This design comes from an exercise in tuning for small area and a short achievable clock period on the open sky130 flow, not from production work.
At most, simulation tests tie the RTL to the original design; equivalence was not proved.
Power is estimated from default activity; no workload was simulated.

==> run a: inputs <==
==> flow/design.v (excerpt) <==
module CannyEdge(dAddrRegRow, dAddrRegCol, bWE, bCE, InData, OutData,
	OPMode, bOPEnable, dReadReg, dWriteReg, clk, rst_b);
Settings: LEC_CHECK=0, CAP_MARGIN=20, CORE_MARGIN=2, CORE_UTILIZATION=55, CTS_BUF_LIST=sky130_fd_sc_hd__clkbuf_4 sky130_fd_sc_hd__clkbuf_8, CTS_CLUSTER_DIAMETER=80, CTS_CLUSTER_SIZE=16, PLACE_DENSITY=0.7, SLEW_MARGIN=20; clock period 10.0 ns.
standard.sh (not shown) runs the stock make flow with config.mk's settings and CLKGATE_MAP_FILE= SYNTH_SCRIPT=/design/flow/synth_recipe.tcl, a recipe that flattens the netlist after the stock synthesis.
==> flow/flow/run.sh <==
#!/bin/bash
# Standard layout with two changes:
#  - after the standard synthesis, flow/polarity.py removes inverters between
#    full adders (a full adder is self-dual, so an adder can be implemented in
#    its inverted form); registers and all other cells are untouched;
#  - timing repair aims at a setup slack margin of MARGIN ns, and the port
#    buffers are plain buffers instead of the delay cell buffer_ports picks.
set -euo pipefail
MARGIN=6.5
R=orfs/results/sky130hd/CannyEdge/base
bash standard.sh synth > log_synth.txt 2>&1
cp $R/1_2_yosys.v $R/1_2_yosys_std.v
python3 flow/polarity.py $R/1_2_yosys_std.v $R/1_2_yosys.v > log_polarity.txt 2>&1
rm -f $R/1_synth.odb $R/1_synth.sdc
bash standard.sh SETUP_SLACK_MARGIN=$MARGIN "BUFFER_PORTS_ARGS=-buffer_cell sky130_fd_sc_hd__buf_2" finish > log_finish.txt 2>&1
Other scripts of this flow, unchanged in this note and not shown: flow/flow/polarity.py
==> inputs of run b, as changes to run a <==
Settings changed: ABC_AREA from default to 1, CTS_BUF_LIST sky130_fd_sc_hd__clkbuf_4 sky130_fd_sc_hd__clkbuf_8 to sky130_fd_sc_hd__clkbuf_8.
==> results.toml <==
[power]
switching_share_pct = 24.40
p_int_w = 0.001848
p_sw_w = 0.0005963

[timing]
slew_headroom_pct = 36.32
postLayoutSetupSlackWorst_ps = 6550

[detailed_routing]
first_pass_iters = 5
drt_iter0_drc = 2238

[layout]
final_nets = 2646
fill_cells = 3650

[critical_path]
critPathRequiredTime_ps = 10290

[clock_network]
cts_buffers = 27

[status]
status = "no timing/DRC/antenna violations"
The numbers above come from run a.

==> results.toml <==
[status]
status = "no timing/DRC/antenna violations"

[timing]
slew_headroom_pct = 29.93
postLayoutSetupSlackWorst_ps = 6474

[place]
dpl.cell_count = 3470

[power]
p_seq_share_pct = 60.0
p_int_w = 0.001882
p_sw_w = 0.0006224
p_total_w = 0.002505

[clock_network]
cts_buffers = 28
cts_hold_buf = 0

[layout]
final_nets = 3398
fill_cells = 3969

[detailed_routing]
first_pass_iters = 6
via_count = 21180

[critical_path]
ff2ff_setup_slack_ps = 6470
critPathRequiredTime_ps = 10460

[floorplanning]
nWellTaps = 615
The numbers above come from run b.


* * *

==> inputs of build 28 <==
CannyEdge, a different RTL version from the one above (not shown whole).
Settings: LEC_CHECK=0, CAP_MARGIN=20, CORE_MARGIN=2, CORE_UTILIZATION=55, PLACE_DENSITY=0.7, SLEW_MARGIN=20; clock period 10.0 ns.
Scripts as last shown in full above: flow/flow/run.sh
Other scripts of this flow, unchanged in this note and not shown: flow/flow/polarity.py
==> inputs of trial 69, as changes to build 28 <==
--- a/flow/design.v
+++ b/flow/design.v
@@ -923,26 +923,20 @@
 wire nms_max = x[6] >= xa && x[6] >= xb;
 wire nms_zero = op1 && OPMode == 3'd2 && nms_max;
 wire [3:0] pdz;    
 assign pdz[0] = nms_zero && pd == 2'd0;
 assign pdz[1] = nms_zero && pd == 2'd1;
 assign pdz[2] = nms_zero && pd == 2'd2;
 assign pdz[3] = nms_zero && pd == 2'd3;
-reg [7:0] xrow [0:4];
 reg [7:0] xsel;
-integer k, r;
+integer k;
 always @* begin
-	for (r = 0; r < 5; r = r + 1) begin
-		xrow[r] = 8'd0;
-		for (k = 0; k < 5; k = k + 1)
-			xrow[r] = xrow[r] | ({8{cdec[k]}} & x[r*5+k]);
-	end
 	xsel = 8'd0;
-	for (r = 0; r < 5; r = r + 1)
-		xsel = xsel | ({8{rdec[r]}} & xrow[r]);
+	for (k = 0; k < 25; k = k + 1)
+		xsel = xsel | ({8{sel[k]}} & x[k]);
 end
 wire hi6 = x[6] >= 8'd15;
 wire lo6 = x[6] <= 8'd10;
 wire bt = hi6 || (!lo6 && (xa >= 8'd15 || xb >= 8'd15 || za || zb));
 always @(posedge clk or negedge rst_b) begin
 	if (!rst_b)
 		S <= 2'd0;
- CTS_BUF_LIST: unset -> sky130_fd_sc_hd__clkbuf_8
- CTS_CLUSTER_DIAMETER: unset -> 60
- CTS_CLUSTER_SIZE: unset -> 12
==> comparison <==
Build 28 passed the timing, DRC and antenna checks. Trial 69 passed the timing, DRC and antenna checks.
In sequential cell count, trial 69 and build 28 do not differ.
Between build 28 and trial 69, the lower clock skew is in build 28 (gap 29 ps).
Synthesized cell count is about the same in trial 69 and build 28.
In trial 69 the cell area is smaller than in build 28, by 1.6%.
Between build 28 and trial 69, the lower core utilization is in build 28 (gap 0.26 points).
Against build 28, the via count of trial 69 is higher by about 8%.
In build 28 the cell count is lower than in trial 69, by 1.5%.
Against trial 69, the sequential share of layout area of build 28 is lower by 0.53 points.
==> figures <==
metric                                                       build 28      trial 69
Outcome                              no timing/DRC/antenna violations  no timing/DRC/antenna violations
Net count after synthesis                                        2175          2180
Gate Count Post-Synth                                            1635          1637
Effective utilization at floorplan                              55.5%         56.1%
Power of the clock network                                  0.00138 W    0.000951 W
Net switching power of the design                          0.000727 W    0.000632 W
DPL Wire Length                                               53.8 mm       66.9 mm
First-pass DRT Iterations                                           5             7
Horizontal die dimension                                       215 um        214 um
Total wire length after detailed routing                      72.0 mm       90.0 mm
Final critical delay including setup and external delays      3780 ps       3770 ps
Maximum frequency from static timing analysis                 264 MHz       265 MHz
Largest fanout on the critical path                                 3             5
Routability cong.                                               0.954          1.12
Top layer in use                                                 met4          met5
Core box area                                             44100 sq um   43300 sq um
Power per standard cell area                              108 nW/um^2  91.7 nW/um^2
Post-Layout Inst Area                                     28900 sq um   28500 sq um
No functional check of the RTL was part of any run of this note.

[afterwards: timing with drivers on the ports]
The flow's constraints put no driver on any port. The routed layouts listed below were extracted and timed again, unchanged, in two steps.
Step 1 sets driving cells, clkbuf_16 on the clock port and buf_2 on the other inputs (assumed; they add their load-dependent delay and slew).
Step 2, shift: input delay + t, output delay - t, t = (earliest + latest rising clock arrival at the registers) / 2. This alone moves slack from input paths to output paths.
Three values: ideal, step 1, step 2; two values: the first two.
| run | t (ns) | setup WS [ns] | clock arrival spread, ns |
|---|---|---|---|
| run a | 0.696 | 6.550 / 6.553 / 5.889 | 0.038 / 0.038 |
| run b | 0.710 | 6.474 / 6.474 / 5.812 | 0.076 / 0.076 |
| build 28 | 0.607 | 6.217 / 6.217 / 5.894 | 0.023 / 0.023 |
| trial 69 | 0.661 | 6.227 / 6.227 / 5.868 | 0.051 / 0.050 |
After both steps setup and hold are still met in every run listed. For run b, which loses most, drivers alone change the setup slack by 0.000 ns; drivers and shift together by -0.662 ns.
